From an optimization exercise on the open Yosys and OpenROAD flow, aimed at small area; shortcuts taken in it are not production practice.
The RTL was checked by simulation tests, not by an equivalence proof against the original design. The flow treats the clock pin as an ideal source, which a real chip does not have.

**flow/config.mk**
```make
export PLATFORM = sky130hd
export DESIGN_NAME = layer_1
export DESIGN_NICKNAME = layer_1
export VERILOG_FILES = /design/flow/design.v
export SDC_FILE = /design/flow/constraint.sdc
export NUM_CORES = 4
export LEC_CHECK = 0
export CAP_MARGIN = 20
export CORE_MARGIN = 2
export CORE_UTILIZATION = 40
export CTS_CLUSTER_DIAMETER = 100
export CTS_CLUSTER_SIZE = 30
export GPL_TIMING_DRIVEN = 0
export SLEW_MARGIN = 20
export SYNTH_HIERARCHICAL = 1
export SYNTH_MINIMUM_KEEP_SIZE = 0
```
**flow/standard.sh**
```bash
#!/bin/bash
# synth_recipe.tcl (not shown) runs the flow's synth.tcl, then flattens the netlist and writes it again
# the make line also repeats each setting of config.mk as NAME=value (left out here)
make -C /OpenROAD-flow-scripts/flow DESIGN_CONFIG=/design/flow/config.mk WORK_HOME=/design/flow/orfs CLKGATE_MAP_FILE= SYNTH_SCRIPT=/design/flow/synth_recipe.tcl "${@:-finish}"
```
**flow/constraint.sdc**
```tcl
create_clock -name core_clock -period 12.0 [get_ports {clk}]
set_input_delay 2.4000 -clock core_clock [delete_from_list [all_inputs] [get_ports {clk}]]
set_output_delay 2.4000 -clock core_clock [all_outputs]
set_load 0.01 [all_outputs]
```
**flow/design.v**
```verilog
module layer_1(
  input clk,
  input reset,
  input in_valid,
  input [7:0] pxl_in,
  output [8:0] pool_out,
  output out_valid
);
  reg [7:0] pd;
  reg ivd;
  always @(posedge clk) begin
    pd <= pxl_in;
    ivd <= in_valid;
  end
  reg [1023:0] ch;
  always @(posedge clk)
    if (ivd) ch <= {ch[1015:0], pd};
  reg [4:0] row, col;
  always @(posedge clk or posedge reset)
    if (reset) begin
      row <= 5'd0; col <= 5'd0;
    end else if (in_valid) begin
      col <= col + 5'd1;
      if (col == 5'd31) row <= row + 5'd1;
    end
  reg v0, v1, vo;
  reg xo0, yo0, xo1, yo1;
  always @(posedge clk or posedge reset)
    if (reset) begin
      v0 <= 1'b0; v1 <= 1'b0; vo <= 1'b0;
    end else begin
      v0 <= in_valid && row >= 5'd4 && col >= 5'd4;
      v1 <= v0;
      vo <= v1 && xo1 && yo1;
    end
  always @(posedge clk) begin
    xo0 <= col[0]; yo0 <= row[0];
    xo1 <= xo0; yo1 <= yo0;
  end
  reg [14:0] a1;
  reg [16:0] a2, a3;
  reg [17:0] a4;
  reg [3:0] nzh;
  wire nz_col = (|ch[1023:1016]) | (|ch[767:760]) | (|ch[511:504]) | (|ch[255:248]) | (|pd[7:0]);
  wire nz = (|nzh) | (|ch[767:760]) | (|ch[511:504]) | (|ch[255:248]);
  wire n1 = ch[1016] ^ ch[760];
  wire n2 = ch[1016] & ch[760];
  wire n3s, n3c;
  fadd un3 (ch[1017], ch[761], n2, n3s, n3c);
  wire n4s, n4c;
  fadd un4 (ch[1018], ch[762], n3c, n4s, n4c);
  wire n5s, n5c;
  fadd un5 (ch[1019], ch[763], n4c, n5s, n5c);
  wire n6s, n6c;
  fadd un6 (ch[1020], ch[764], n5c, n6s, n6c);
  wire n7s, n7c;
  fadd un7 (ch[1021], ch[765], n6c, n7s, n7c);
  wire n8s, n8c;
  fadd un8 (ch[1022], ch[766], n7c, n8s, n8c);
  wire n9s, n9c;
  fadd un9 (ch[1023], ch[767], n8c, n9s, n9c);
  wire n10 = ch[504] ^ ch[248];
  wire n11 = ch[504] & ch[248];
  wire n12s, n12c;
  fadd un12 (ch[505], ch[249], pd[1], n12s, n12c);
  wire n13s, n13c;
  fadd un13 (ch[506], ch[250], pd[2], n13s, n13c);
  wire n14s, n14c;
  fadd un14 (ch[507], ch[251], pd[3], n14s, n14c);
  wire n15s, n15c;
  fadd un15 (ch[508], ch[252], pd[4], n15s, n15c);
  wire n16s, n16c;
  fadd un16 (ch[509], ch[253], pd[5], n16s, n16c);
  wire n17s, n17c;
  fadd un17 (ch[510], ch[254], pd[6], n17s, n17c);
  wire n18s, n18c;
  fadd un18 (ch[511], ch[255], pd[7], n18s, n18c);
  wire n19 = n10 ^ pd[0];
  wire n20 = n10 & pd[0];
  wire n21s, n21c;
  fadd un21 (n11, n12s, n20, n21s, n21c);
  wire n22s, n22c;
  fadd un22 (n12c, n13s, n21c, n22s, n22c);
  wire n23s, n23c;
  fadd un23 (n13c, n14s, n22c, n23s, n23c);
  wire n24s, n24c;
  fadd un24 (n14c, n15s, n23c, n24s, n24c);
  wire n25s, n25c;
  fadd un25 (n15c, n16s, n24c, n25s, n25c);
  wire n26s, n26c;
  fadd un26 (n16c, n17s, n25c, n26s, n26c);
  wire n27s, n27c;
  fadd un27 (n17c, n18s, n26c, n27s, n27c);
  wire n28 = n18c ^ n27c;
  wire n29 = n18c & n27c;
  wire n30 = ~ch[504];
  wire n31 = ~ch[505];
  wire n32 = ~ch[506];
  wire n33 = ~ch[507];
  wire n34 = ~ch[508];
  wire n35 = ~ch[509];
  wire n36 = ~ch[510];
  wire n37 = ~ch[511];
  wire n38 = pd[1] ^ n31;
  wire n39 = pd[1] & n31;
  wire n40 = pd[2] ^ n32;
  wire n41 = pd[2] & n32;
  wire n42 = pd[3] ^ n33;
  wire n43 = pd[3] & n33;
  wire n44 = pd[4] ^ n34;
  wire n45 = pd[4] & n34;
  wire n46 = pd[5] ^ n35;
  wire n47 = pd[5] & n35;
  wire n48 = pd[6] ^ n36;
  wire n49 = pd[6] & n36;
  wire n50 = pd[7] ^ n37;
  wire n51 = pd[7] & n37;
  wire n52 = ~(pd[0] ^ n30);
  wire n53 = ~pd[0] & n30;
  wire n54s, n54c;
  fadd un54 (pd[0], n38, n53, n54s, n54c);
  wire n55s, n55c;
  fadd un55 (n39, n40, n54c, n55s, n55c);
  wire n56s, n56c;
  fadd un56 (n41, n42, n55c, n56s, n56c);
  wire n57s, n57c;
  fadd un57 (n43, n44, n56c, n57s, n57c);
  wire n58s, n58c;
  fadd un58 (n45, n46, n57c, n58s, n58c);
  wire n59s, n59c;
  fadd un59 (n47, n48, n58c, n59s, n59c);
  wire n60s, n60c;
  fadd un60 (n49, n50, n59c, n60s, n60c);
  wire n61 = n51 ^ n60c;
  wire n62 = ~ch[760];
  wire n63 = ~ch[761];
  wire n64 = ~ch[762];
  wire n65 = ~ch[763];
  wire n66 = ~ch[764];
  wire n67 = ~ch[765];
  wire n68 = ~ch[766];
  wire n69 = ~ch[767];
  wire n70 = ch[1021] ^ ch[1019];
  wire n71 = ch[1021] & ch[1019];
  wire n72s, n72c;
  fadd un72 (ch[1022], ch[1020], n67, n72s, n72c);
  wire n73s, n73c;
  fadd un73 (ch[1023], ch[1021], n68, n73s, n73c);
  wire n74s, n74c;
  fadd un74 (ch[1022], n69, ch[763], n74s, n74c);
  wire n75s, n75c;
  fadd un75 (ch[1018], ch[1016], n63, n75s, n75c);
  wire n76s, n76c;
  fadd un76 (ch[1019], ch[1017], n64, n76s, n76c);
  wire n77 = n19 ^ n57s;
  wire n78 = n19 & n57s;
  wire n79s, n79c;
  fadd un79 (ch[1020], ch[1018], n65, n79s, n79c);
  wire n80s, n80c;
  fadd un80 (n21s, n58s, n56s, n80s, n80c);
  wire n81s, n81c;
  fadd un81 (n70, n66, ch[760], n81s, n81c);
  wire n82s, n82c;
  fadd un82 (n22s, n59s, n57s, n82s, n82c);
  wire n83s, n83c;
  fadd un83 (n71, n72s, ch[761], n83s, n83c);
  wire n84s, n84c;
  fadd un84 (n23s, n60s, n58s, n84s, n84c);
  wire n85s, n85c;
  fadd un85 (n72c, n73s, n24s, n85s, n85c);
  wire n86s, n86c;
  fadd un86 (n59s, n61, ~ch[762], n86s, n86c);
  wire n87s, n87c;
  fadd un87 (n73c, ch[762], n74s, n87s, n87c);
  wire n88 = ~(n25s ^ n60s);
  wire n89 = n25s | n60s;
  wire n90s, n90c;
  fadd un90 (n74c, ch[1023], ch[764], n90s, n90c);
  wire n91 = ~(n26s ^ n61);
  wire n92 = n26s | n61;
  wire n93 = n62 ^ n55s;
  wire n94 = n62 & n55s;
  wire n95s, n95c;
  fadd un95 (ch[1017], n75s, n56s, n95s, n95c);
  wire n96s, n96c;
  fadd un96 (n75c, n76s, n77, n96s, n96c);
  wire n97s, n97c;
  fadd un97 (n76c, n78, n79s, n97s, n97c);
  wire n98s, n98c;
  fadd un98 (n79c, n80c, n81s, n98s, n98c);
  wire n99s, n99c;
  fadd un99 (n81c, n82c, n83s, n99s, n99c);
  wire n100s, n100c;
  fadd un100 (n83c, n84c, n85s, n100s, n100c);
  wire n101s, n101c;
  fadd un101 (n85c, n86c, n87s, n101s, n101c);
  wire n102s, n102c;
  fadd un102 (n87c, n89, n90s, n102s, n102c);
  wire n103s, n103c;
  fadd un103 (n90c, n92, ch[765], n103s, n103c);
  wire n104 = n93 ^ n52;
  wire n105 = n93 & n52;
  wire n106s, n106c;
  fadd un106 (n94, n95s, n54s, n106s, n106c);
  wire n107s, n107c;
  fadd un107 (n95c, n96s, n55s, n107s, n107c);
  wire n108s, n108c;
  fadd un108 (n96c, n97s, n80s, n108s, n108c);
  wire n109s, n109c;
  fadd un109 (n97c, n98s, n82s, n109s, n109c);
  wire n110s, n110c;
  fadd un110 (n98c, n99s, n84s, n110s, n110c);
  wire n111s, n111c;
  fadd un111 (n99c, n100s, n86s, n111s, n111c);
  wire n112s, n112c;
  fadd un112 (n100c, n101s, n88, n112s, n112c);
  wire n113s, n113c;
  fadd un113 (n101c, n102s, n91, n113s, n113c);
  wire n114s, n114c;
  fadd un114 (n102c, n103s, n27s, n114s, n114c);
  wire n115s, n115c;
  fadd un115 (n103c, n28, ~ch[766], n115s, n115c);
  wire n116s, n116c;
  fadd un116 (ch[766], n29, ~ch[767], n116s, n116c);
  wire n117 = ch[1016] ^ n54s;
  wire n118 = ch[1016] & n54s;
  wire n119s, n119c;
  fadd un119 (n104, ~ch[1017], n118, n119s, n119c);
  wire n120s, n120c;
  fadd un120 (n105, n106s, n119c, n120s, n120c);
  wire n121s, n121c;
  fadd un121 (n106c, n107s, n120c, n121s, n121c);
  wire n122s, n122c;
  fadd un122 (n107c, n108s, n121c, n122s, n122c);
  wire n123s, n123c;
  fadd un123 (n108c, n109s, n122c, n123s, n123c);
  wire n124s, n124c;
  fadd un124 (n109c, n110s, n123c, n124s, n124c);
  wire n125s, n125c;
  fadd un125 (n110c, n111s, n124c, n125s, n125c);
  wire n126s, n126c;
  fadd un126 (n111c, n112s, n125c, n126s, n126c);
  wire n127s, n127c;
  fadd un127 (n112c, n113s, n126c, n127s, n127c);
  wire n128s, n128c;
  fadd un128 (n113c, n114s, n127c, n128s, n128c);
  wire n129s, n129c;
  fadd un129 (n114c, n115s, n128c, n129s, n129c);
  wire n130s, n130c;
  fadd un130 (n115c, n116s, n129c, n130s, n130c);
  wire n131 = n116c ^ ch[767] ^ n130c;
  wire [14:0] base = {n131, n130s, n129s, n128s, n127s, n126s, n125s, n124s, n123s, n122s, n121s, n120s, n119s, n117, n52};
  wire n132 = n4s ^ n1;
  wire n133 = n4s & n1;
  wire n134s, n134c;
  fadd un134 (n5s, n3s, n24s, n134s, n134c);
  wire n135s, n135c;
  fadd un135 (n6s, n4s, n25s, n135s, n135c);
  wire n136s, n136c;
  fadd un136 (n7s, n5s, n26s, n136s, n136c);
  wire n137s, n137c;
  fadd un137 (n8s, n6s, n27s, n137s, n137c);
  wire n138s, n138c;
  fadd un138 (n9s, n7s, n28, n138s, n138c);
  wire n139s, n139c;
  fadd un139 (n9c, n8s, n29, n139s, n139c);
  wire n140 = n1 ^ n21s;
  wire n141 = n1 & n21s;
  wire n142s, n142c;
  fadd un142 (n3s, n22s, n141, n142s, n142c);
  wire n143s, n143c;
  fadd un143 (n132, n23s, n142c, n143s, n143c);
  wire n144s, n144c;
  fadd un144 (n133, n134s, n143c, n144s, n144c);
  wire n145s, n145c;
  fadd un145 (n134c, n135s, n144c, n145s, n145c);
  wire n146s, n146c;
  fadd un146 (n135c, n136s, n145c, n146s, n146c);
  wire n147s, n147c;
  fadd un147 (n136c, n137s, n146c, n147s, n147c);
  wire n148s, n148c;
  fadd un148 (n137c, n138s, n147c, n148s, n148c);
  wire n149s, n149c;
  fadd un149 (n138c, n139s, n148c, n149s, n149c);
  wire n150s, n150c;
  fadd un150 (n139c, n9s, n149c, n150s, n150c);
  wire n151 = n9c ^ n150c;
  wire n152 = n9c & n150c;
  wire [12:0] dsum = {n152, n151, n150s, n149s, n148s, n147s, n146s, n145s, n144s, n143s, n142s, n140, n19};
  wire n153 = base[0] ^ dsum[0];
  wire n154 = base[0] & dsum[0];
  wire n155s, n155c;
  fadd un155 (base[1], dsum[1], n154, n155s, n155c);
  wire n156s, n156c;
  fadd un156 (base[2], dsum[2], n155c, n156s, n156c);
  wire n157s, n157c;
  fadd un157 (base[3], dsum[3], n156c, n157s, n157c);
  wire n158s, n158c;
  fadd un158 (base[4], dsum[4], n157c, n158s, n158c);
  wire n159s, n159c;
  fadd un159 (base[5], dsum[5], n158c, n159s, n159c);
  wire n160s, n160c;
  fadd un160 (base[6], dsum[6], n159c, n160s, n160c);
  wire n161s, n161c;
  fadd un161 (base[7], dsum[7], n160c, n161s, n161c);
  wire n162s, n162c;
  fadd un162 (base[8], dsum[8], n161c, n162s, n162c);
  wire n163s, n163c;
  fadd un163 (base[9], dsum[9], n162c, n163s, n163c);
  wire n164s, n164c;
  fadd un164 (base[10], dsum[10], n163c, n164s, n164c);
  wire n165s, n165c;
  fadd un165 (base[11], dsum[11], n164c, n165s, n165c);
  wire n166s, n166c;
  fadd un166 (base[12], dsum[12], n165c, n166s, n166c);
  wire n167 = base[13] ^ n166c;
  wire n168 = base[13] & n166c;
  wire n169 = ~(base[14] ^ n168);
  wire n170 = ~base[14] & n168;
  wire [15:0] e1 = {n170, n169, n167, n166s, n165s, n164s, n163s, n162s, n161s, n160s, n159s, n158s, n157s, n156s, n155s, n153};
  wire n171 = base[1] ^ dsum[0];
  wire n172 = base[1] & dsum[0];
  wire n173s, n173c;
  fadd un173 (base[2], dsum[1], n172, n173s, n173c);
  wire n174s, n174c;
  fadd un174 (base[3], dsum[2], n173c, n174s, n174c);
  wire n175s, n175c;
  fadd un175 (base[4], dsum[3], n174c, n175s, n175c);
  wire n176s, n176c;
  fadd un176 (base[5], dsum[4], n175c, n176s, n176c);
  wire n177s, n177c;
  fadd un177 (base[6], dsum[5], n176c, n177s, n177c);
  wire n178s, n178c;
  fadd un178 (base[7], dsum[6], n177c, n178s, n178c);
  wire n179s, n179c;
  fadd un179 (base[8], dsum[7], n178c, n179s, n179c);
  wire n180s, n180c;
  fadd un180 (base[9], dsum[8], n179c, n180s, n180c);
  wire n181s, n181c;
  fadd un181 (base[10], dsum[9], n180c, n181s, n181c);
  wire n182s, n182c;
  fadd un182 (base[11], dsum[10], n181c, n182s, n182c);
  wire n183s, n183c;
  fadd un183 (base[12], dsum[11], n182c, n183s, n183c);
  wire n184s, n184c;
  fadd un184 (base[13], dsum[12], n183c, n184s, n184c);
  wire n185 = ~(base[14] ^ n184c);
  wire n186 = ~base[14] & n184c;
  wire [15:0] e2 = {n186, n185, n184s, n183s, n182s, n181s, n180s, n179s, n178s, n177s, n176s, n175s, n174s, n173s, n171, base[0]};
  wire n187 = e1[1] ^ dsum[0];
  wire n188 = e1[1] & dsum[0];
  wire n189s, n189c;
  fadd un189 (e1[2], dsum[1], n188, n189s, n189c);
  wire n190s, n190c;
  fadd un190 (e1[3], dsum[2], n189c, n190s, n190c);
  wire n191s, n191c;
  fadd un191 (e1[4], dsum[3], n190c, n191s, n191c);
  wire n192s, n192c;
  fadd un192 (e1[5], dsum[4], n191c, n192s, n192c);
  wire n193s, n193c;
  fadd un193 (e1[6], dsum[5], n192c, n193s, n193c);
  wire n194s, n194c;
  fadd un194 (e1[7], dsum[6], n193c, n194s, n194c);
  wire n195s, n195c;
  fadd un195 (e1[8], dsum[7], n194c, n195s, n195c);
  wire n196s, n196c;
  fadd un196 (e1[9], dsum[8], n195c, n196s, n196c);
  wire n197s, n197c;
  fadd un197 (e1[10], dsum[9], n196c, n197s, n197c);
  wire n198s, n198c;
  fadd un198 (e1[11], dsum[10], n197c, n198s, n198c);
  wire n199s, n199c;
  fadd un199 (e1[12], dsum[11], n198c, n199s, n199c);
  wire n200s, n200c;
  fadd un200 (e1[13], dsum[12], n199c, n200s, n200c);
  wire n201 = e1[14] ^ n200c;
  wire n202 = e1[14] & n200c;
  wire n203 = e1[15] ^ n202;
  wire [15:0] e3 = {n203, n201, n200s, n199s, n198s, n197s, n196s, n195s, n194s, n193s, n192s, n191s, n190s, n189s, n187, e1[0]};
  wire n204 = a1[0] ^ e1[0];
  wire n205 = a1[0] & e1[0];
  wire n206s, n206c;
  fadd un206 (a1[1], e1[1], n205, n206s, n206c);
  wire n207s, n207c;
  fadd un207 (a1[2], e1[2], n206c, n207s, n207c);
  wire n208s, n208c;
  fadd un208 (a1[3], e1[3], n207c, n208s, n208c);
  wire n209s, n209c;
  fadd un209 (a1[4], e1[4], n208c, n209s, n209c);
  wire n210s, n210c;
  fadd un210 (a1[5], e1[5], n209c, n210s, n210c);
  wire n211s, n211c;
  fadd un211 (a1[6], e1[6], n210c, n211s, n211c);
  wire n212s, n212c;
  fadd un212 (a1[7], e1[7], n211c, n212s, n212c);
  wire n213s, n213c;
  fadd un213 (a1[8], e1[8], n212c, n213s, n213c);
  wire n214s, n214c;
  fadd un214 (a1[9], e1[9], n213c, n214s, n214c);
  wire n215s, n215c;
  fadd un215 (a1[10], e1[10], n214c, n215s, n215c);
  wire n216s, n216c;
  fadd un216 (a1[11], e1[11], n215c, n216s, n216c);
  wire n217s, n217c;
  fadd un217 (a1[12], e1[12], n216c, n217s, n217c);
  wire n218s, n218c;
  fadd un218 (a1[13], e1[13], n217c, n218s, n218c);
  wire n219s, n219c;
  fadd un219 (~a1[14], e1[14], n218c, n219s, n219c);
  wire n220 = e1[15] ^ n219c;
  wire n221 = e1[15] & n219c;
  wire n222 = a2[0] ^ e2[0];
  wire n223 = a2[0] & e2[0];
  wire n224s, n224c;
  fadd un224 (a2[1], e2[1], n223, n224s, n224c);
  wire n225s, n225c;
  fadd un225 (a2[2], e2[2], n224c, n225s, n225c);
  wire n226s, n226c;
  fadd un226 (a2[3], e2[3], n225c, n226s, n226c);
  wire n227s, n227c;
  fadd un227 (a2[4], e2[4], n226c, n227s, n227c);
  wire n228s, n228c;
  fadd un228 (a2[5], e2[5], n227c, n228s, n228c);
  wire n229s, n229c;
  fadd un229 (a2[6], e2[6], n228c, n229s, n229c);
  wire n230s, n230c;
  fadd un230 (a2[7], e2[7], n229c, n230s, n230c);
  wire n231s, n231c;
  fadd un231 (a2[8], e2[8], n230c, n231s, n231c);
  wire n232s, n232c;
  fadd un232 (a2[9], e2[9], n231c, n232s, n232c);
  wire n233s, n233c;
  fadd un233 (a2[10], e2[10], n232c, n233s, n233c);
  wire n234s, n234c;
  fadd un234 (a2[11], e2[11], n233c, n234s, n234c);
  wire n235s, n235c;
  fadd un235 (a2[12], e2[12], n234c, n235s, n235c);
  wire n236s, n236c;
  fadd un236 (a2[13], e2[13], n235c, n236s, n236c);
  wire n237s, n237c;
  fadd un237 (a2[14], e2[14], n236c, n237s, n237c);
  wire n238s, n238c;
  fadd un238 (a2[15], e2[15], n237c, n238s, n238c);
  wire n239 = a2[16] ^ n238c;
  wire n240 = a3[0] ^ e3[0];
  wire n241 = a3[0] & e3[0];
  wire n242s, n242c;
  fadd un242 (a3[1], e3[1], n241, n242s, n242c);
  wire n243s, n243c;
  fadd un243 (a3[2], e3[2], n242c, n243s, n243c);
  wire n244s, n244c;
  fadd un244 (a3[3], e3[3], n243c, n244s, n244c);
  wire n245s, n245c;
  fadd un245 (a3[4], e3[4], n244c, n245s, n245c);
  wire n246s, n246c;
  fadd un246 (a3[5], e3[5], n245c, n246s, n246c);
  wire n247s, n247c;
  fadd un247 (a3[6], e3[6], n246c, n247s, n247c);
  wire n248s, n248c;
  fadd un248 (a3[7], e3[7], n247c, n248s, n248c);
  wire n249s, n249c;
  fadd un249 (a3[8], e3[8], n248c, n249s, n249c);
  wire n250s, n250c;
  fadd un250 (a3[9], e3[9], n249c, n250s, n250c);
  wire n251s, n251c;
  fadd un251 (a3[10], e3[10], n250c, n251s, n251c);
  wire n252s, n252c;
  fadd un252 (a3[11], e3[11], n251c, n252s, n252c);
  wire n253s, n253c;
  fadd un253 (a3[12], e3[12], n252c, n253s, n253c);
  wire n254s, n254c;
  fadd un254 (a3[13], e3[13], n253c, n254s, n254c);
  wire n255s, n255c;
  fadd un255 (a3[14], e3[14], n254c, n255s, n255c);
  wire n256s, n256c;
  fadd un256 (a3[15], e3[15], n255c, n256s, n256c);
  wire n257 = a3[16] ^ n256c;
  wire n258 = a3[16] & n256c;
  wire n259 = a4[5] ^ base[5];
  wire n260 = a4[5] & base[5];
  wire n261s, n261c;
  fadd un261 (a4[6], base[6], dsum[4], n261s, n261c);
  wire n262s, n262c;
  fadd un262 (a4[7], base[7], dsum[5], n262s, n262c);
  wire n263 = n68 ^ n66;
  wire n264 = n68 & n66;
  wire n265s, n265c;
  fadd un265 (a4[8], base[8], dsum[6], n265s, n265c);
  wire n266 = n69 ^ n67;
  wire n267 = n69 & n67;
  wire n268s, n268c;
  fadd un268 (a4[9], base[9], dsum[7], n268s, n268c);
  wire n269s, n269c;
  fadd un269 (a4[10], base[10], dsum[8], n269s, n269c);
  wire n270 = a4[11] ^ base[11];
  wire n271 = a4[11] & base[11];
  wire n272s, n272c;
  fadd un272 (a4[3], base[3], dsum[1], n272s, n272c);
  wire n273s, n273c;
  fadd un273 (base[4], dsum[2], n65, n273s, n273c);
  wire n274 = n63 ^ n62;
  wire n275 = n63 & n62;
  wire n276s, n276c;
  fadd un276 (a4[4], n259, dsum[3], n276s, n276c);
  wire n277s, n277c;
  fadd un277 (n66, n64, n63, n277s, n277c);
  wire n278s, n278c;
  fadd un278 (n260, n261s, n65, n278s, n278c);
  wire n279s, n279c;
  fadd un279 (n64, n62, ~n67, n279s, n279c);
  wire n280s, n280c;
  fadd un280 (n261c, n67, n262s, n280s, n280c);
  wire n281s, n281c;
  fadd un281 (n263, n65, n63, n281s, n281c);
  wire n282s, n282c;
  fadd un282 (n262c, n264, n265s, n282s, n282c);
  wire n283s, n283c;
  fadd un283 (n266, n66, n64, n283s, n283c);
  wire n284s, n284c;
  fadd un284 (n265c, n267, n268s, n284s, n284c);
  wire n285s, n285c;
  fadd un285 (n67, n65, ~n68, n285s, n285c);
  wire n286s, n286c;
  fadd un286 (n268c, n68, n269s, n286s, n286c);
  wire n287s, n287c;
  fadd un287 (n68, n66, ~n69, n287s, n287c);
  wire n288s, n288c;
  fadd un288 (n269c, n69, n270, n288s, n288c);
  wire n289s, n289c;
  fadd un289 (dsum[9], n69, n67, n289s, n289c);
  wire n290s, n290c;
  fadd un290 (n271, a4[12], base[12], n290s, n290c);
  wire n291 = dsum[10] ^ n68;
  wire n292 = dsum[10] & n68;
  wire n293s, n293c;
  fadd un293 (a4[13], base[13], dsum[11], n293s, n293c);
  wire n294 = a4[14] ^ dsum[12];
  wire n295 = a4[14] & dsum[12];
  wire n296 = a4[1] ^ base[1];
  wire n297 = a4[1] & base[1];
  wire n298s, n298c;
  fadd un298 (a4[2], base[2], dsum[0], n298s, n298c);
  wire n299s, n299c;
  fadd un299 (n272s, n64, n62, n299s, n299c);
  wire n300s, n300c;
  fadd un300 (n272c, n273s, n274, n300s, n300c);
  wire n301s, n301c;
  fadd un301 (n273c, n275, n276s, n301s, n301c);
  wire n302s, n302c;
  fadd un302 (n276c, n277c, n278s, n302s, n302c);
  wire n303s, n303c;
  fadd un303 (n278c, n279c, n280s, n303s, n303c);
  wire n304s, n304c;
  fadd un304 (n280c, n281c, n282s, n304s, n304c);
  wire n305s, n305c;
  fadd un305 (n282c, n283c, n284s, n305s, n305c);
  wire n306s, n306c;
  fadd un306 (n284c, n285c, n286s, n306s, n306c);
  wire n307s, n307c;
  fadd un307 (n286c, n287c, n288s, n307s, n307c);
  wire n308s, n308c;
  fadd un308 (n288c, n289c, n290s, n308s, n308c);
  wire n309s, n309c;
  fadd un309 (n290c, n292, n293s, n309s, n309c);
  wire n310s, n310c;
  fadd un310 (n293c, n69, n294, n310s, n310c);
  wire n311 = a4[0] ^ nz;
  wire n312 = ~(a4[0] | nz);
  wire n313s, n313c;
  fadd un313 (a4[0], n296, n62, n313s, n313c);
  wire n314s, n314c;
  fadd un314 (n297, n298s, n63, n314s, n314c);
  wire n315 = ~(n298c ^ n299s);
  wire n316 = n298c | n299s;
  wire n317s, n317c;
  fadd un317 (n299c, n300s, ~a4[4], n317s, n317c);
  wire n318s, n318c;
  fadd un318 (n300c, n301s, n277s, n318s, n318c);
  wire n319s, n319c;
  fadd un319 (n301c, n302s, n279s, n319s, n319c);
  wire n320s, n320c;
  fadd un320 (n302c, n303s, n281s, n320s, n320c);
  wire n321s, n321c;
  fadd un321 (n303c, n304s, n283s, n321s, n321c);
  wire n322s, n322c;
  fadd un322 (n304c, n305s, n285s, n322s, n322c);
  wire n323s, n323c;
  fadd un323 (n305c, n306s, n287s, n323s, n323c);
  wire n324s, n324c;
  fadd un324 (n306c, n307s, n289s, n324s, n324c);
  wire n325s, n325c;
  fadd un325 (n307c, n308s, n291, n325s, n325c);
  wire n326s, n326c;
  fadd un326 (n308c, n309s, ~n69, n326s, n326c);
  wire n327s, n327c;
  fadd un327 (n309c, n310s, ~base[14], n327s, n327c);
  wire n328s, n328c;
  fadd un328 (n310c, a4[15], ~n295, n328s, n328c);
  wire n329 = ~(n295 ^ a4[16]);
  wire n330 = n295 | a4[16];
  wire n331 = n311 ^ base[0];
  wire n332 = n311 & base[0];
  wire n333s, n333c;
  fadd un333 (n312, n313s, n332, n333s, n333c);
  wire n334s, n334c;
  fadd un334 (n313c, n314s, n333c, n334s, n334c);
  wire n335s, n335c;
  fadd un335 (n314c, n315, n334c, n335s, n335c);
  wire n336s, n336c;
  fadd un336 (n316, n317s, n335c, n336s, n336c);
  wire n337s, n337c;
  fadd un337 (n317c, n318s, n336c, n337s, n337c);
  wire n338s, n338c;
  fadd un338 (n318c, n319s, n337c, n338s, n338c);
  wire n339s, n339c;
  fadd un339 (n319c, n320s, n338c, n339s, n339c);
  wire n340s, n340c;
  fadd un340 (n320c, n321s, n339c, n340s, n340c);
  wire n341s, n341c;
  fadd un341 (n321c, n322s, n340c, n341s, n341c);
  wire n342s, n342c;
  fadd un342 (n322c, n323s, n341c, n342s, n342c);
  wire n343s, n343c;
  fadd un343 (n323c, n324s, n342c, n343s, n343c);
  wire n344s, n344c;
  fadd un344 (n324c, n325s, n343c, n344s, n344c);
  wire n345s, n345c;
  fadd un345 (n325c, n326s, n344c, n345s, n345c);
  wire n346s, n346c;
  fadd un346 (n326c, n327s, n345c, n346s, n346c);
  wire n347s, n347c;
  fadd un347 (n327c, n328s, n346c, n347s, n347c);
  wire n348s, n348c;
  fadd un348 (n328c, n329, n347c, n348s, n348c);
  wire n349 = n330 ^ a4[17] ^ n348c;
  wire [14:0] a1_n = {base[14], base[13], base[12], base[11], base[10], base[9], base[8], base[7], base[6], base[5], base[4], base[3], base[2], base[1], base[0]};
  wire [16:0] a2_n = {n221, n220, n219s, n218s, n217s, n216s, n215s, n214s, n213s, n212s, n211s, n210s, n209s, n208s, n207s, n206s, n204};
  wire [16:0] a3_n = {n239, n238s, n237s, n236s, n235s, n234s, n233s, n232s, n231s, n230s, n229s, n228s, n227s, n226s, n225s, n224s, n222};
  wire [17:0] a4_n = {n258, n257, n256s, n255s, n254s, n253s, n252s, n251s, n250s, n249s, n248s, n247s, n246s, n245s, n244s, n243s, n242s, n240};
  wire [17:0] a_sum = {n349, n348s, n347s, n346s, n345s, n344s, n343s, n342s, n341s, n340s, n339s, n338s, n337s, n336s, n335s, n334s, n333s, n331};
  wire n350 = ~a_r[15];
  wire n351 = ~a_r[16];
  wire n352 = ~a_r[12];
  wire n353 = ~a_r[13];
  wire n354 = ~a_r[14];
  wire n355 = ~a_r[10];
  wire n356 = ~a_r[11];
  wire n357 = n350 ^ n352;
  wire n358 = n350 & n352;
  wire n359s, n359c;
  fadd un359 (n351, n353, n356, n359s, n359c);
  wire n360s, n360c;
  fadd un360 (n354, n352, a_r[7], n360s, n360c);
  wire n361 = a_r[4] ^ a_r[2];
  wire n362 = a_r[4] & a_r[2];
  wire n363s, n363c;
  fadd un363 (a_r[17], n353, a_r[8], n363s, n363c);
  wire n364s, n364c;
  fadd un364 (a_r[5], a_r[3], ~n350, n364s, n364c);
  wire n365s, n365c;
  fadd un365 (n350, n354, a_r[9], n365s, n365c);
  wire n366s, n366c;
  fadd un366 (a_r[6], a_r[4], ~n351, n366s, n366c);
  wire n367s, n367c;
  fadd un367 (n351, n350, a_r[10], n367s, n367c);
  wire n368s, n368c;
  fadd un368 (a_r[7], a_r[5], ~a_r[17], n368s, n368c);
  wire n369s, n369c;
  fadd un369 (a_r[17], n351, a_r[11], n369s, n369c);
  wire n370 = a_r[8] ^ a_r[6];
  wire n371 = a_r[8] & a_r[6];
  wire n372s, n372c;
  fadd un372 (a_r[17], a_r[12], a_r[9], n372s, n372c);
  wire n373 = a_r[13] ^ a_r[10];
  wire n374 = a_r[13] & a_r[10];
  wire n375 = n357 ^ n355;
  wire n376 = n357 & n355;
  wire n377s, n377c;
  fadd un377 (n358, n359s, a_r[6], n377s, n377c);
  wire n378s, n378c;
  fadd un378 (n359c, n360s, n361, n378s, n378c);
  wire n379s, n379c;
  fadd un379 (n360c, n362, n363s, n379s, n379c);
  wire n380s, n380c;
  fadd un380 (n363c, n364c, n365s, n380s, n380c);
  wire n381s, n381c;
  fadd un381 (n365c, n366c, n367s, n381s, n381c);
  wire n382s, n382c;
  fadd un382 (n367c, n368c, n369s, n382s, n382c);
  wire n383s, n383c;
  fadd un383 (n369c, n371, n372s, n383s, n383c);
  wire n384s, n384c;
  fadd un384 (n372c, a_r[7], n373, n384s, n384c);
  wire n385s, n385c;
  fadd un385 (n374, a_r[11], a_r[9], n385s, n385c);
  wire n386s, n386c;
  fadd un386 (a_r[14], a_r[12], a_r[10], n386s, n386c);
  wire n387s, n387c;
  fadd un387 (a_r[15], a_r[13], a_r[11], n387s, n387c);
  wire n388s, n388c;
  fadd un388 (a_r[16], a_r[12], ~a_r[14], n388s, n388c);
  wire n389s, n389c;
  fadd un389 (a_r[14], a_r[15], a_r[13], n389s, n389c);
  wire n390 = n375 ^ a_r[5];
  wire n391 = n375 & a_r[5];
  wire n392s, n392c;
  fadd un392 (n376, n377s, a_r[3], n392s, n392c);
  wire n393s, n393c;
  fadd un393 (n377c, n378s, ~a_r[17], n393s, n393c);
  wire n394s, n394c;
  fadd un394 (n378c, n379s, n364s, n394s, n394c);
  wire n395s, n395c;
  fadd un395 (n379c, n380s, n366s, n395s, n395c);
  wire n396s, n396c;
  fadd un396 (n380c, n381s, n368s, n396s, n396c);
  wire n397s, n397c;
  fadd un397 (n381c, n382s, n370, n397s, n397c);
  wire n398s, n398c;
  fadd un398 (n382c, n383s, ~a_r[7], n398s, n398c);
  wire n399s, n399c;
  fadd un399 (n383c, n384s, a_r[8], n399s, n399c);
  wire n400s, n400c;
  fadd un400 (n384c, n385s, ~a_r[14], n400s, n400c);
  wire n401s, n401c;
  fadd un401 (n385c, n386s, ~a_r[15], n401s, n401c);
  wire n402s, n402c;
  fadd un402 (n386c, n387s, ~a_r[16], n402s, n402c);
  wire n403s, n403c;
  fadd un403 (n387c, n388s, ~a_r[17], n403s, n403c);
  wire n404 = ~(n388c ^ n389s);
  wire n405 = n388c | n389s;
  wire n406s, n406c;
  fadd un406 (n389c, a_r[14], ~a_r[16], n406s, n406c);
  wire n407s, n407c;
  fadd un407 (~a_r[16], a_r[15], a_r[17], n407s, n407c);
  wire n408 = n390 ^ a_r[2];
  wire n409 = n390 & a_r[2];
  wire n410s, n410c;
  fadd un410 (n391, n392s, n409, n410s, n410c);
  wire n411s, n411c;
  fadd un411 (n392c, n393s, n410c, n411s, n411c);
  wire n412s, n412c;
  fadd un412 (n393c, n394s, n411c, n412s, n412c);
  wire n413s, n413c;
  fadd un413 (n394c, n395s, n412c, n413s, n413c);
  wire n414s, n414c;
  fadd un414 (n395c, n396s, n413c, n414s, n414c);
  wire n415s, n415c;
  fadd un415 (n396c, n397s, n414c, n415s, n415c);
  wire n416s, n416c;
  fadd un416 (n397c, n398s, n415c, n416s, n416c);
  wire n417s, n417c;
  fadd un417 (n398c, n399s, n416c, n417s, n417c);
  wire n418s, n418c;
  fadd un418 (n399c, n400s, n417c, n418s, n418c);
  wire n419s, n419c;
  fadd un419 (n400c, n401s, n418c, n419s, n419c);
  wire n420s, n420c;
  fadd un420 (n401c, n402s, n419c, n420s, n420c);
  wire n421s, n421c;
  fadd un421 (n402c, n403s, n420c, n421s, n421c);
  wire n422s, n422c;
  fadd un422 (n403c, n404, n421c, n422s, n422c);
  wire n423s, n423c;
  fadd un423 (n405, n406s, n422c, n423s, n423c);
  wire n424 = n406c ^ n407s ^ n423c;
  wire [28:0] prod = {n424, n423s, n422s, n421s, n420s, n419s, n418s, n417s, n416s, n415s, n414s, n413s, n412s, n411s, n410s, n408, 1'b0, 1'b0, 1'b0, 1'b0, 1'b0, 1'b0, 1'b0, 1'b0, 1'b0, 1'b0, 1'b0, 1'b0, 1'b0};
  always @(posedge clk)
    if (ivd) begin
      a1 <= a1_n; a2 <= a2_n; a3 <= a3_n; a4 <= a4_n;
      nzh <= {nzh[2:0], nz_col};
    end
  reg [17:0] a_r;
  always @(posedge clk)
    a_r <= a_sum;
  wire [8:0] c9 = {~prod[28], prod[27], prod[26], prod[25], prod[24], prod[23], prod[22], prod[21], prod[20]};
  reg [7:0] hm;
  reg [111:0] pb;
  wire [7:0] other = xo1 ? hm : (yo1 ? pb[111:104] : 8'd0);
  wire [7:0] res = (c9[8] || c9[7:0] < other) ? other : c9[7:0];
  always @(posedge clk) begin
    if (v1 && !xo1) hm <= res;
    if (v1 && xo1) pb <= {pb[103:0], res};
  end
  assign pool_out = {1'b0, pb[7:0]};
  assign out_valid = vo;
endmodule
module fadd(input a, input b, input c, output s, output co);
  assign s = a ^ b ^ c;
  assign co = (a & b) | (a & c) | (b & c);
endmodule
```
**flow/flow/run.sh**
```bash
#!/bin/bash
# The standard layout, with two changes: clock tree synthesis adds no dummy
# loads, and the port buffers are the smallest buffer.
set -euo pipefail
export CTS_ARGS="-sink_clustering_enable -repair_clock_nets -sink_clustering_size 30 -sink_clustering_max_diameter 100 -dont_use_dummy_load"
export BUFFER_PORTS_ARGS="-buffer_cell sky130_fd_sc_hd__buf_1"
bash ./standard.sh > standard.log 2>&1
```
==> run summary, run 1 <==
----------------------------------------------------
[Clock network]
  Hold-fix buffers at CTS ... 0
  Clock transition at path regs ... approximately 110 ps
  H-tree lvl count ... 2
  Clock latency reported for the late side of the worst-skew pair ... between 600 and 700 ps
  Buffers from clock root to sink, at most ... 3
  CTS tree ... built
  Clock tree sinks ... 1257
  Cts bufs inserted ... just under 50
  Root buffer cell ... clkbuf_16

[Detailed routing]
  Detailed router's first-iteration violation count ... around 1.2k
  Antenna Violating Nets Remaining ... 0
  First-pass iteration count of the detailed router ... 4
  Routed wirelength normalized by instance count ... roughly 17 µm
  Number of design rule violations left after detail routing ... 0
  Via count normalized by instance count ... approximately 4.6
  Total wire length after detailed routing ... between 50 and 60 mm
  Via count ... 15.3k

[Outcome]
  Result of the run ... no timing/DRC/antenna violations

[Synthesis]
  Sequential area share after synthesis ... 83.4%
  Cell types occupying the most area after synthesis ... edfxtp_1 (81%), fa_1 (13%), ha_1 (1.8%), dfxtp_1 (1.3%), dfrtp_1 (0.73%)
  Share of synthesized flip-flops with an asynchronous set or reset ... 1.03%
  Flip-flop cell with the highest count after synthesis ... edfxtp_1
  Mapped cell area ... 0.0449 mm²
  Average cell area after synthesis ... 25.4 µm²
  Distinct cell type count of the synthesized netlist ... 37
  Number of warnings reported in the yosys synthesis log ... 7
  Proportion of netlist area held by the largest area contributor ... 81.3%
  Number of flops mapped to enable cells by yosys ... approximately 1.2k
  Net count of the mapped netlist ... ~2.1k
  Post-synthesis instance total ... roughly 1.8k
  Yosys reg bits ... around 1.3k
  Top cell type by total area after synthesis ... edfxtp_1

[STA]
  Worst-case headroom to the max-slew limit ... ~44%
  Setup repair after global routing missed its margin ... no
  Period minus WS final ... about 12000 ps
  Period utilization ... a little over nine tenths
  Post-Route Skew ... ~66 ps
  Actual slew at the worst max-slew pin ... approximately 840 ps
  # setup viols final ... 0
  Smallest hold slack ... roughly 340 ps
  Final-report max-slew violation count ... 0
  Maximum clock rate ... roughly 86 MHz
  Final Hold Fails ... 0

[Place]
  Number of input and output port buffers inserted ... 19
  Detailed placer's ending HPWL ... ~35 mm
  Placer Congestion ... around 0.76

[Setup path]
  WS Path Type ... reg -> reg
  Kind of end point of the critical path ... register
  WP data required ... approximately 13000 ps
  Setup slack of the worst register-to-register path ... 300 ps
  Most frequent CP cell ... fa_1
  CP bufs+invs ... 1
  CP delay by family, top ... adder cells
  Critical path startpoint category ... register
  Max FO, Critical Path ... 2
  Master of the slowest instance on the critical path ... fa_2
  Largest incremental delay on the critical path ... 590 ps
  Data arrival time of the worst path ... about 12000 ps

[Cells and area]
  Most used cells in the layout excluding fill and tap cells ... edfxtp_1 (1215), fa_1 (279), ha_1 (63)
  Leading cell type in the layout, fill and taps excluded ... edfxtp_1
  Share of final-layout standard cells stronger than drive strength 1 ... roughly 5.7%
  Growth of design area from synthesis to finish ... 8.50%
  Net total in the final layout ... between 2k and 2.5k

[Global routing]
  Total global-route track usage ... around 10%
  Antenna violations before repair ... 4
  Wire length of the first global-routing pass ... between 90 and 100 mm
  Sum of overflow across all layers after global routing ... 0
  Maximum number of pins on one net before global-route repair ... between 60 and 70
  Number of global-route vias before repair ... 16.1k

[Floorplan]
  Chip width ... ~340 µm
  Die boundary height ... 339 µm
  Initial Util ... between 40% and 50%
  Row count ... 122
  Die Outline Area ... 0.115 mm²
  Top-Level Pins ... 21
  Core Area ... about 0.11 mm²

[Run]
  Max Cap Violations ... 0

[Hold path]
  Hold Path Class ... reg -> reg

----------------------------------------------------
## modules after synthesis (local to each module, per instance)
module / cells / copies in the design
fadd: 1 / 287
layer_1: 1479 / 1
## kinds of logic after synthesis
kind of cell	synth area share (%)
AO/OA/AOI/OAI	0.329
AND/OR/NAND/NOR	0.496
multiplexers	0.215
XOR/XNOR	0.293
buffers and inverters	0.695
adder cells (fa/ha/maj)	14.6
flip-flops	83.4
other	0.00836
## per-stage QoR
stage	TNS (ps)	cell area [µm²]	setup slack [ps]	utilization, %	std cells
after CTS	0	48600	40.1	43.8	3345
after floorplan	0	44900	476	-	1766
after detailed placement	-356	47300	-273	42.7	3293
after global routing	0	48700	2.92	43.9	3353
after global placement	-223	46800	-211	42.2	3273
final	0	48700	304	43.9	3354
## per-layer routing
metal / global-route usage [%] / vias up / routed length (µm)
met2: 14.4 / 148 / 24900
met4: 2.49 / 0 / 1080
met1: 15.7 / 8232 / 28400
met5: 0 / - / 0
li1: - / 6822 / -
met3: 1.59 / 62 / 1940
## sequential cells by signal, indices dropped and copies added (netlist names)
signal and flops:
yo1 1, xo1 1, a3 17, a1 15, a_r 16, hm 8, a2 17, yo0 1
row 5, v1 1, v0 1, ivd 1, pd 8, vo 1, xo0 1, ch 1024
nzh 4, pb 112, col 5, a4 18
## final timing paths
check,from,to,cells past startpoint
max,ch[505]$_DFFE_PP_,a_r[17]$_DFF_P_,29
max in group asynchronous,reset,vo$_DFF_PP0_,2
min in group asynchronous,reset,v0$_DFF_PP0_,2
min,xo0$_DFF_P_,xo1$_DFF_P_,0
max reg2reg,ch[505]$_DFFE_PP_,a_r[17]$_DFF_P_,29
min reg2reg,xo0$_DFF_P_,xo1$_DFF_P_,0
## cell usage after synthesis (all sizes together), types with 2 or more instances
cell type / n
edfxtp: 1215
fa: 288
ha: 63
inv: 62
dfxtp: 29
dfrtp: 13
xnor2: 11
buf: 9
nor4: 8
mux2i: 7
nand2: 7
a22oi: 6
nand4: 5
nor2: 5
and2: 4
o21ai: 4
xor2: 4
clkbuf: 3
nor3: 3
a21oi: 2
and3: 2
mux2: 2
nor2b: 2
## timing repair
item                                   4_1_cts  5_1_grt
endpoints found under the hold margin        0        0
resized for setup                            8        3
pin swaps                                    2        7
setup endpoints to repair                    2        1
buffers inserted                             3        8
## final cells by class
class	count	area, µm²
Tap cell	1488	1860
Timing Repair Buffer	50	689
Antenna cell	1	2.50
Multi-Input combinational cell	435	7180
Inverter	62	233
Sequential cell	1257	37400
Buffer	12	78.8
Fill cell	9265	62300
Clock buffer	49	1230
==> run 2, diff against run 1 <==
--- a/flow/config.mk
+++ b/flow/config.mk
@@ -10,7 +10,6 @@
 export CORE_UTILIZATION = 40
 export CTS_CLUSTER_DIAMETER = 100
 export CTS_CLUSTER_SIZE = 30
-export GPL_TIMING_DRIVEN = 0
 export SLEW_MARGIN = 20
 export SYNTH_HIERARCHICAL = 1
 export SYNTH_MINIMUM_KEEP_SIZE = 0
==> run 2 against run 1 <==
  * Cell count fell by 0.66%
  * Global-route usage grew 0.26 points
  * Sequential share of layout area rose by 0.77 points
  * Routed wire length up 2.2%
  * Sequential cell count is the same
  * Design area down 0.99%
  * Largest cell class unchanged
  * First-iteration DRC count is 8.3% higher
==> run summary, run 2 <==
----------------------------------------------------
[Cells and area]
  Leading cell type in the layout, fill and taps excluded ... edfxtp_1
  Growth of design area from synthesis to finish ... 7.42%
  Net total in the final layout ... 2208
  Top register by number of flip-flops ... ch
  Largest regs ... ch: 1024 flops, pb: 112 flops, a4: 18 flops
  Share of final-layout standard cells stronger than drive strength 1 ... roughly 4.4%
  Total area of sequential cells ... ~0.037 mm²
  Max FFs per register ... approximately 1k
  Fillers ... just over 9k
  Final cell count without fillers ... 3332
  Most used cells in the layout excluding fill and tap cells ... edfxtp_1 (1215), fa_1 (283), ha_1 (63)
  Area occupied by multi-input gates ... about 0.0072 mm²
  Antenna diode instance count ... 0

[Synthesis]
  Flip-flop cell with the highest count after synthesis ... edfxtp_1
  Sequential area share after synthesis ... a little over four fifths
  Cell types occupying the most area after synthesis ... edfxtp_1 (81%), fa_1 (13%), ha_1 (1.8%), dfxtp_1 (1.3%), dfrtp_1 (0.73%)
  Library cell with the highest instance count after synthesis ... edfxtp_1
  Proportion of netlist area held by the largest area contributor ... about four fifths
  Net count of the mapped netlist ... about 2.1k
  Post-synthesis instance total ... around 1.8k
  Top cell type by total area after synthesis ... edfxtp_1
  Number of flops mapped to enable cells by yosys ... ~1.2k
  Average cell area after synthesis ... ~25 µm²
  Yosys reg bits ... 1257
  Share of synthesized flip-flops with an asynchronous set or reset ... 1.03%
  Mapped cell area ... roughly 0.045 mm²
  Number of warnings reported in the yosys synthesis log ... 7
  Top post-synthesis cells by count ... edfxtp_1 (1215), fa_1 (288), ha_1 (63)
  Distinct cell type count of the synthesized netlist ... 37

[Clock network]
  CTS tree ... built
  Hold-fix buffers at CTS ... 0
  H-tree lvl count ... 2
  Clock latency reported for the late side of the worst-skew pair ... around 660 ps
  Root buffer cell ... clkbuf_16
  Buffers from clock root to sink, at most ... 3
  Cts bufs inserted ... 51
  Clock transition at path regs ... between 100 and 150 ps
  Clock tree sinks ... 1257

[STA]
  Worst-case headroom to the max-slew limit ... 20.4%
  # setup viols final ... 0
  Period utilization ... between 90% and 100%
  Post-Route Skew ... approximately 60 ps
  Final-report max-slew violation count ... 0
  Setup repair after global routing missed its margin ... no
  Period minus WS final ... 11670 ps
  Final Hold Fails ... 0
  Actual slew at the worst max-slew pin ... 1190 ps
  Maximum clock rate ... around 86 MHz
  Setup_tns ... 0 ps

[Setup path]
  WP data required ... 12520 ps
  Most frequent CP cell ... fa_1
  Data arrival time of the worst path ... 12190 ps
  Critical path startpoint category ... register
  WS Path Type ... reg -> reg
  Master of the slowest instance on the critical path ... fa_2
  Kind of end point of the critical path ... register
  Max FO, Critical Path ... 2
  Largest incremental delay on the critical path ... approximately 600 ps

[Global routing]
  Sum of overflow across all layers after global routing ... 0
  Maximum number of pins on one net before global-route repair ... ~200
  Number of global-route vias before repair ... approximately 16k
  Wire length of the first global-routing pass ... between 90 and 100 mm
  Total global-route track usage ... approximately 10%
  Antenna violations before repair ... 3

[Floorplan]
  Die Outline Area ... ~0.11 mm²
  Core Area ... ~0.11 mm²
  Chip width ... 339 µm
  Top-Level Pins ... 21
  Die boundary height ... between 300 and 400 µm
  Row count ... 122
  Initial Util ... about two fifths

[Run]
  Max Cap Violations ... 0

[Detailed routing]
  Total wire length after detailed routing ... approximately 58 mm
  Via count normalized by instance count ... 4.58
  Detailed router's first-iteration violation count ... 1325
  Number of design rule violations left after detail routing ... 0
  Antenna Violating Nets Remaining ... 0
  Routed wirelength normalized by instance count ... around 17 µm
  Via count ... around 15k
  First-pass iteration count of the detailed router ... 5

[Place]
  Number of input and output port buffers inserted ... 19
  Detailed placer's ending HPWL ... ~34 mm
  Placer Congestion ... 0.753
  Placed instance count ... approximately 3.3k

[Outcome]
  Result of the run ... no timing/DRC/antenna violations

[Hold path]
  Hold Path Class ... reg -> reg

----------------------------------------------------
[run 2: cell counts after synthesis]
No cell type changed its count.
[run 2: area by class of cell]
class,instances,area share [%]
Sequential cell,1257,77.6
Multi-Input combinational cell,435,14.9
Tap cell,1488,3.86
Clock buffer,51,2.65
Timing Repair Buffer,39,0.519
Inverter,62,0.483
[run 2: repair_timing]
| action | CTS | global route |
|---|---|---|
| resized for setup | 0 | 5 |
| hold endpoints to repair | 0 | 0 |
| endpoints found under the setup margin | 0 | 1 |
| buffers inserted | 0 | 1 |
[run 2: per-module statistics from Yosys, one instance, submodules excluded]
module	cell area [µm²]	flip-flops and latches
layer_1	39100	1257
fadd	20.0	0
[run 2: final timing paths]
kind / start / slack (ps) / depth (start not counted) / end
min in group asynchronous: reset / 1780 / 2 / row[2]$_DFFE_PP0P_
min reg2reg: xo0$_DFF_P_ / 330 / 0 / xo1$_DFF_P_
max reg2reg: ch[505]$_DFFE_PP_ / 330 / 29 / a_r[17]$_DFF_P_
max in group asynchronous: reset / 9830 / 2 / col[4]$_DFFE_PP0P_
min: xo0$_DFF_P_ / 330 / 0 / xo1$_DFF_P_
max: ch[505]$_DFFE_PP_ / 330 / 29 / a_r[17]$_DFF_P_
[run 2: cells by family after synthesis]
kind of cell / count (synthesis) / share of synthesized area, %
DFF: 1257 / 83.4
xor gates and xnor gates: 15 / 0.293
AOI/OAI and AO/OA: 19 / 0.329
adders and majority gates: 351 / 14.6
other: 1 / 0.00836
muxes: 9 / 0.215
and+or+nand+nor: 40 / 0.496
buffers and inverters: 74 / 0.695
[run 2: critical path: cells and delay by family (launching register included)]
kind | cells | cell delay [ps]
flip-flops | 1 | 410
buffers and inverters | 1 | 80
XOR/XNOR | 2 | 310
adder cells (fa/ha/maj) | 26 | 10770
[run 2: through the flow]
stage | util [%] | hold WS (ps) | setup slack, ps | area (µm²)
after detailed placement | 42.2 | 312 | 254 | 46900
after global routing | 43.4 | 341 | 20.7 | 48200
after CTS | 43.4 | 333 | 187 | 48200
final | 43.4 | 332 | 335 | 48200
after global placement | 42.2 | 313 | 249 | 46900
after floorplan | - | 310 | 476 | 44900
[run 2: routing by layer]
metal / GRT usage, % / part of all wire [%] / up-vias
met5: 0 / 0.052 / -
met4: 2.99 / 2.3 / 4
met3: 1.61 / 3.3 / 78
met2: 14.5 / 44 / 138
met1: 16.2 / 50 / 8260
li1: - / - / 6774
==> run 3, diff against run 2 <==
==> flow/flow/run.sh (replaced) <==
#!/bin/bash
# The standard layout, with two changes: clock tree synthesis adds no dummy
# loads, and the port buffers are the smallest buffer.
set -euo pipefail
export CTS_ARGS="-sink_clustering_enable -repair_clock_nets -sink_clustering_size 35 -sink_clustering_max_diameter 70 -dont_use_dummy_load"
export BUFFER_PORTS_ARGS="-buffer_cell sky130_fd_sc_hd__buf_1"
bash ./standard.sh > standard.log 2>&1
--- a/flow/config.mk
+++ b/flow/config.mk
@@ -7,9 +7,10 @@
 export LEC_CHECK = 0
 export CAP_MARGIN = 20
 export CORE_MARGIN = 2
-export CORE_UTILIZATION = 40
+export CORE_UTILIZATION = 60
 export CTS_CLUSTER_DIAMETER = 100
 export CTS_CLUSTER_SIZE = 30
+export PLACE_DENSITY = 0.7
 export SLEW_MARGIN = 20
 export SYNTH_HIERARCHICAL = 1
 export SYNTH_MINIMUM_KEEP_SIZE = 0
==> run 3 against run 2 <==
  * Utilization up 21 points
  * First-iteration DRC count down 18%
  * Area after synthesis unchanged
  * Highest routed layer is now met4
==> run summary, run 3 <==
----------------------------------------------------
[Outcome]
  Result of the run ... no timing/DRC/antenna violations

[Synthesis]
  Flip-flop cell with the highest count after synthesis ... edfxtp_1
  Top post-synthesis cells by count ... edfxtp_1 (1215), fa_1 (288), ha_1 (63)
  Cell types occupying the most area after synthesis ... edfxtp_1 (81%), fa_1 (13%), ha_1 (1.8%), dfxtp_1 (1.3%), dfrtp_1 (0.73%)
  Average cell area after synthesis ... between 20 and 30 µm²
  Sequential area share after synthesis ... 83.4%
  Net count of the mapped netlist ... 2128
  Top cell type by total area after synthesis ... edfxtp_1
  Number of warnings reported in the yosys synthesis log ... 7
  Library cell with the highest instance count after synthesis ... edfxtp_1
  Number of flops mapped to enable cells by yosys ... 1215
  Yosys reg bits ... 1257
  Mapped cell area ... approximately 0.045 mm²
  Share of synthesized flip-flops with an asynchronous set or reset ... 1.03%
  Proportion of netlist area held by the largest area contributor ... between 80% and 90%
  Distinct cell type count of the synthesized netlist ... 37
  Post-synthesis instance total ... 1766

[Floorplan]
  Initial Util ... 60.5%
  Chip width ... between 200 and 300 µm
  Die boundary height ... between 200 and 300 µm
  Core Area ... roughly 0.074 mm²
  Top-Level Pins ... 21
  Row count ... 100
  Die Outline Area ... roughly 0.077 mm²

[Setup path]
  WP data required ... 12610 ps
  FF-to-FF Start ... ch[505]$_DFFE_PP_
  Start point of the critical path ... ch[505]$_DFFE_PP_
  Max FO, Critical Path ... 2
  Largest incremental delay on the critical path ... roughly 580 ps
  Data arrival time of the worst path ... 12230 ps
  Kind of end point of the critical path ... register
  Master of the slowest instance on the critical path ... fa_2
  Critical path startpoint category ... register
  WS Path Type ... reg -> reg
  Most frequent CP cell ... fa_1

[Cells and area]
  Share of final-layout standard cells stronger than drive strength 1 ... 4.50%
  Leading cell type in the layout, fill and taps excluded ... edfxtp_1
  Most used cells in the layout excluding fill and tap cells ... edfxtp_1 (1215), fa_1 (282), ha_1 (63)
  Largest regs ... ch: 1024 flops, pb: 112 flops, a4: 18 flops
  Growth of design area from synthesis to finish ... 6.07%
  Max FFs per register ... roughly 1k
  Antenna diode instance count ... 0
  Net total in the final layout ... between 2k and 2.5k
  Top register by number of flip-flops ... ch

[Place]
  Detailed placer's ending HPWL ... ~33 mm
  Placer Congestion ... slightly above 0.8
  Number of input and output port buffers inserted ... 19

[Global routing]
  Antenna violations before repair ... 4
  Sum of overflow across all layers after global routing ... 0
  Total global-route track usage ... 15.1%
  Wire length of the first global-routing pass ... between 80 and 90 mm
  GRT Max-Usage Layer ... met1
  Met1 global-route usage ... 24.7%
  Global-route met2 utilization ... a little over a fifth
  Maximum number of pins on one net before global-route repair ... 215
  Number of global-route vias before repair ... between 15k and 20k
  Met3 capacity usage during global routing ... ~2.5%

[Clock network]
  Hold-fix buffers at CTS ... 0
  Clock tree sinks ... approximately 1.3k
  Clock latency reported for the late side of the worst-skew pair ... roughly 670 ps
  Root buffer cell ... clkbuf_16
  CTS tree ... built
  Clock transition at path regs ... about 120 ps
  Cts bufs inserted ... 51
  Buffers from clock root to sink, at most ... 3
  H-tree lvl count ... 2

[STA]
  Maximum clock rate ... about 86 MHz
  Period utilization ... a little over nine tenths
  # setup viols final ... 0
  Setup_tns ... 0 ps
  Post-Route Skew ... 92.3 ps
  Actual slew at the worst max-slew pin ... 1130 ps
  Final-report max-slew violation count ... 0
  Final Hold Fails ... 0
  Worst-case headroom to the max-slew limit ... approximately 24%
  Period minus WS final ... between 10000 and 15000 ps

[Detailed routing]
  First-pass iteration count of the detailed router ... 4
  Number of design rule violations left after detail routing ... 0
  Total wire length after detailed routing ... ~56 mm
  Via count ... 15.1k
  Via count normalized by instance count ... ~5.4
  Detailed router's first-iteration violation count ... roughly 1.1k
  Routed wirelength normalized by instance count ... just under 20 µm
  Antenna Violating Nets Remaining ... 0

[Run]
  Max Cap Violations ... 0

[Hold path]
  Min-Delay Startpoint ... yo0$_DFF_P_
  Hold Path Class ... reg -> reg

----------------------------------------------------
## run 3: cell counts after synthesis
Identical to the previous run, type by type.
## run 3: layout make-up
type	instances	area [µm²]
Clock buffer	51	1280
Fill cell	4740	26600
Inverter	62	233
Multi-Input combinational cell	435	7170
Sequential cell	1257	37400
Tap cell	969	1210
Timing Repair Buffer	39	292
## run 3: path summary, 6_finish.rpt
path	end	slack (ps)	depth (start not counted)
max	a_r[17]$_DFF_P_	380	29
min reg2reg	yo1$_DFF_P_	340	0
min in group asynchronous	v0$_DFF_PP0_	1780	2
max reg2reg	a_r[17]$_DFF_P_	380	29
max in group asynchronous	row[0]$_DFFE_PP0P_	9870	2
min	yo1$_DFF_P_	340	0
## run 3: worst max-delay path: cells and delay by family (launching register included)
family / cells / cell delay [ps]
xor gates and xnor gates: 2 / 330
buffers and inverters: 1 / 80
DFF: 1 / 420
adders and majority gates: 26 / 10770
## run 3: per-module statistics from Yosys, one instance, submodules excluded
module   times used  cells
layer_1           1   1479
fadd            287      1
## run 3: cells by family after synthesis
family | after synthesis | share of synthesized area [%]
AND/OR/NAND/NOR | 40 | 0.496
multiplexers | 9 | 0.215
AO/OA/AOI/OAI | 19 | 0.329
buffers and inverters | 74 | 0.695
XOR/XNOR | 15 | 0.293
other | 1 | 0.00836
adder cells (fa/ha/maj) | 351 | 14.6
flip-flops | 1257 | 83.4
## run 3: what timing repair did
item                       in CTS  in global routing
gates resized for setup         0                  6
setup buffers                   0                  8
setup endpoints to repair       0                  1
## run 3: metal layers
layer  wire [µm]  part of all wire (%)
met1       27500                    49
met2       25100                    45
met3        2120                   3.8
met4        1170                   2.1
met5           0                     0
## run 3: metrics by stage
stage	instance area (µm²)	util, %	hold WS [ps]	worst slack, ps	std cells
2_1_floorplan	44900	-	310	476	1766
5_1_grt	47600	64.1	334	-3.04	2813
6_report	47600	64.1	335	378	2813
3_3_place_gp	46200	62.3	313	226	2753
4_1_cts	47500	64.0	337	78.1	2804
3_5_place_dp	46200	62.3	312	116	2753
==> run 4, diff against run 3 <==
==> flow/flow/run.sh (replaced) <==
#!/bin/bash
# The standard layout, with two changes: clock tree synthesis adds no dummy
# loads, and the port buffers are the smallest buffer.
set -euo pipefail
export CTS_ARGS="-sink_clustering_enable -repair_clock_nets -sink_clustering_size 34 -sink_clustering_max_diameter 100 -dont_use_dummy_load"
export BUFFER_PORTS_ARGS="-buffer_cell sky130_fd_sc_hd__buf_1"
bash ./standard.sh > standard.log 2>&1
==> run 4 against run 3 <==
  * Still clean on timing, DRC and antenna
  * Synthesized cell count did not move
  * Sequential share of layout area rose by 0.29 points
  * Sequential cell count did not move
  * Clock skew fell by 24 ps
  * Area after synthesis did not move
  * Largest cell class unchanged
==> run summary, run 4 <==
----------------------------------------------------
[Setup path]
  Most frequent CP cell ... fa_1
  WS Path Type ... reg -> reg
  Critical path startpoint category ... register
  CP delay by family, top ... adder cells
  Reg2reg path depth ... 29
  Max FO, Critical Path ... 2
  Master of the slowest instance on the critical path ... fa_2

[STA]
  Actual slew at the worst max-slew pin ... 1110 ps
  Period minus WS final ... approximately 12000 ps
  Setup repair after global routing missed its margin ... no
  # setup viols final ... 0
  Worst-case headroom to the max-slew limit ... roughly a quarter
  Maximum clock rate ... about 86 MHz
  Final Hold Fails ... 0

[Clock network]
  CTS tree ... built
  H-tree lvl count ... 2
  Clock transition at path regs ... between 100 and 150 ps
  Clock latency reported for the late side of the worst-skew pair ... around 640 ps
  Buffers from clock root to sink, at most ... 3
  Cts bufs inserted ... between 40 and 50

[Cells and area]
  Max FFs per register ... about 1.0k
  Top register by number of flip-flops ... ch
  Net total in the final layout ... 2201
  Fillers ... roughly 4.8k
  Most used cells in the layout excluding fill and tap cells ... edfxtp_1 (1215), fa_1 (281), ha_1 (63)
  Growth of design area from synthesis to finish ... 5.68%
  Total area of sequential cells ... approximately 0.037 mm²
  Cell area after layout ... about 0.047 mm²
  Largest regs ... ch: 1024 flops, pb: 112 flops, a4: 18 flops

[Place]
  Detailed placer's ending HPWL ... around 33 mm
  Number of input and output port buffers inserted ... 19
  Pre-CTS setup slack ... about 120 ps
  Placement Cell Area ... ~0.046 mm²
  Placer Congestion ... roughly 0.8

[Synthesis]
  Cell types occupying the most area after synthesis ... edfxtp_1 (81%), fa_1 (13%), ha_1 (1.8%), dfxtp_1 (1.3%), dfrtp_1 (0.73%)
  Share of synthesized flip-flops with an asynchronous set or reset ... between 1 and 1.5%
  XOR/XNOR Fraction of Synth Area ... 0.293%
  Proportion of netlist area held by the largest area contributor ... 81.3%
  Number of warnings reported in the yosys synthesis log ... 7
  Distinct cell type count of the synthesized netlist ... 37
  Yosys reg bits ... ~1.3k
  Synth Area in Adders ... 14.6%
  Top post-synthesis cells by count ... edfxtp_1 (1215), fa_1 (288), ha_1 (63)
  Largest family of logic cells by synthesized area ... adder cells
  Average cell area after synthesis ... between 20 and 30 µm²

[Floorplan]
  Top-Level Pins ... 21
  Initial Util ... about three fifths
  Die Outline Area ... roughly 0.077 mm²
  Row count ... 100

[Detailed routing]
  Number of design rule violations left after detail routing ... 0
  First-pass iteration count of the detailed router ... 5
  Detailed router's first-iteration violation count ... approximately 1.2k
  Via count normalized by instance count ... about 5.4
  Routed wirelength normalized by instance count ... between 15 and 20 µm
  Antenna Violating Nets Remaining ... 0

[Global routing]
  Number of global-route vias before repair ... between 15k and 20k
  Total global-route track usage ... 14.9%
  Sum of overflow across all layers after global routing ... 0
  Maximum number of pins on one net before global-route repair ... 215
  Wire length of the first global-routing pass ... 88.9 mm
  Antenna violations before repair ... 3

[Outcome]
  Result of the run ... no timing/DRC/antenna violations

[Hold path]
  Min-Delay Path Depth ... 0
  Min-Delay Startpoint ... yo0$_DFF_P_
  End point of the most critical hold path ... yo1$_DFF_P_

----------------------------------------------------
==> run 4: cell counts after synthesis <==
No cell type changed its count.
==> run 4: stage by stage <==
stage / util (%) / std cells / hold slack, ps
2_1_floorplan: - / 1766 / 310
3_3_place_gp: 62.3 / 2753 / 313
3_5_place_dp: 62.3 / 2753 / 312
4_1_cts: 63.8 / 2797 / 340
5_1_grt: 63.9 / 2806 / 348
6_report: 63.9 / 2806 / 339
==> run 4: modules after synthesis (local to each module, per instance) <==
module | cell area, µm² | flip-flops and latches | copies in the design | cells inside
layer_1 | 39100 | 1257 | 1 | 1479
fadd | 20.0 | 0 | 287 | 1
==> run 4: final cells by class <==
type                            count  area share [%]
Inverter                           62           0.491
Clock buffer                       44            2.32
Tap cell                          969            2.56
Sequential cell                  1257            78.9
Timing Repair Buffer               39           0.615
Multi-Input combinational cell    435            15.1
==> run 4: repair_timing <==
action / CTS / global route
setup endpoints to repair: 0 / 2
hold buffers: 0 / 0
resized for setup: 0 / 7
setup buffers: 0 / 8
==> run 4: worst max-delay path by stage <==
stage	from	endpoint	slack [ps]	cells after the start
final	ch[505]$_DFFE_PP_	a_r[17]$_DFF_P_	410	29
after global routing	ch[505]$_DFFE_PP_	a_r[17]$_DFF_P_	40	29
after CTS	ch[505]$_DFFE_PP_	a_r[17]$_DFF_P_	60	29
after detailed placement	ch[505]$_DFFE_PP_	a_r[17]$_DFF_P_	120	29
after global placement	ch[505]$_DFFE_PP_	a_r[17]$_DFF_P_	230	29
after floorplan	ch[505]$_DFFE_PP_	a_r[17]$_DFF_P_	480	29
==> run 4: cells by family after synthesis <==
family,Yosys count
multiplexers,9
AND/OR/NAND/NOR,40
AO/OA/AOI/OAI,19
adder cells (fa/ha/maj),351
other,1
buffers and inverters,74
flip-flops,1257
XOR/XNOR,15
==> run 4: routing by layer <==
metal | GRT usage (%) | share of wire (%) | vias to the layer above
li1 | - | - | 6745
met1 | 24.7 | 50 | 8139
met2 | 21.4 | 45 | 149
met3 | 2.32 | 3.8 | 64
met4 | 3.22 | 1.8 | 0
met5 | 0 | 0 | -

-- separate check: timing with driven ports --
The flow's constraints put no driver on any port. The routed layouts listed below were extracted and timed again, unchanged, in two steps.
Step 1, drivers: a clkbuf_16 drives clk and a buf_2 each remaining input, both assumed.
Step 2 moves the port delays by t, midway between the first and last clock arrival at a register: inputs arrive t later, outputs are due t later. That takes back most of the time a late clock gives input paths.
a / b / c = ideal ports / drivers / drivers and shift; a / b = the first two.
run | t (ns) | slack for setup (ns) | latest minus earliest clock arrival (ns) | slew at the worst register clock pin (ns) | worst data-port slew with drivers (ns)
run 1 | 0.680 | 0.304 / 0.304 / 0.304 | 0.069 / 0.069 | 0.11 / 0.11 | 0.06
run 2 | 0.689 | 0.335 / 0.335 / 0.335 | 0.074 / 0.075 | 0.11 / 0.11 | 0.07
run 3 | 0.683 | 0.378 / 0.378 / 0.378 | 0.104 / 0.103 | 0.12 / 0.12 | 0.04
run 4 | 0.671 | 0.408 / 0.408 / 0.408 | 0.070 / 0.070 | 0.12 / 0.12 | 0.04
After both steps every run listed still meets setup and hold.
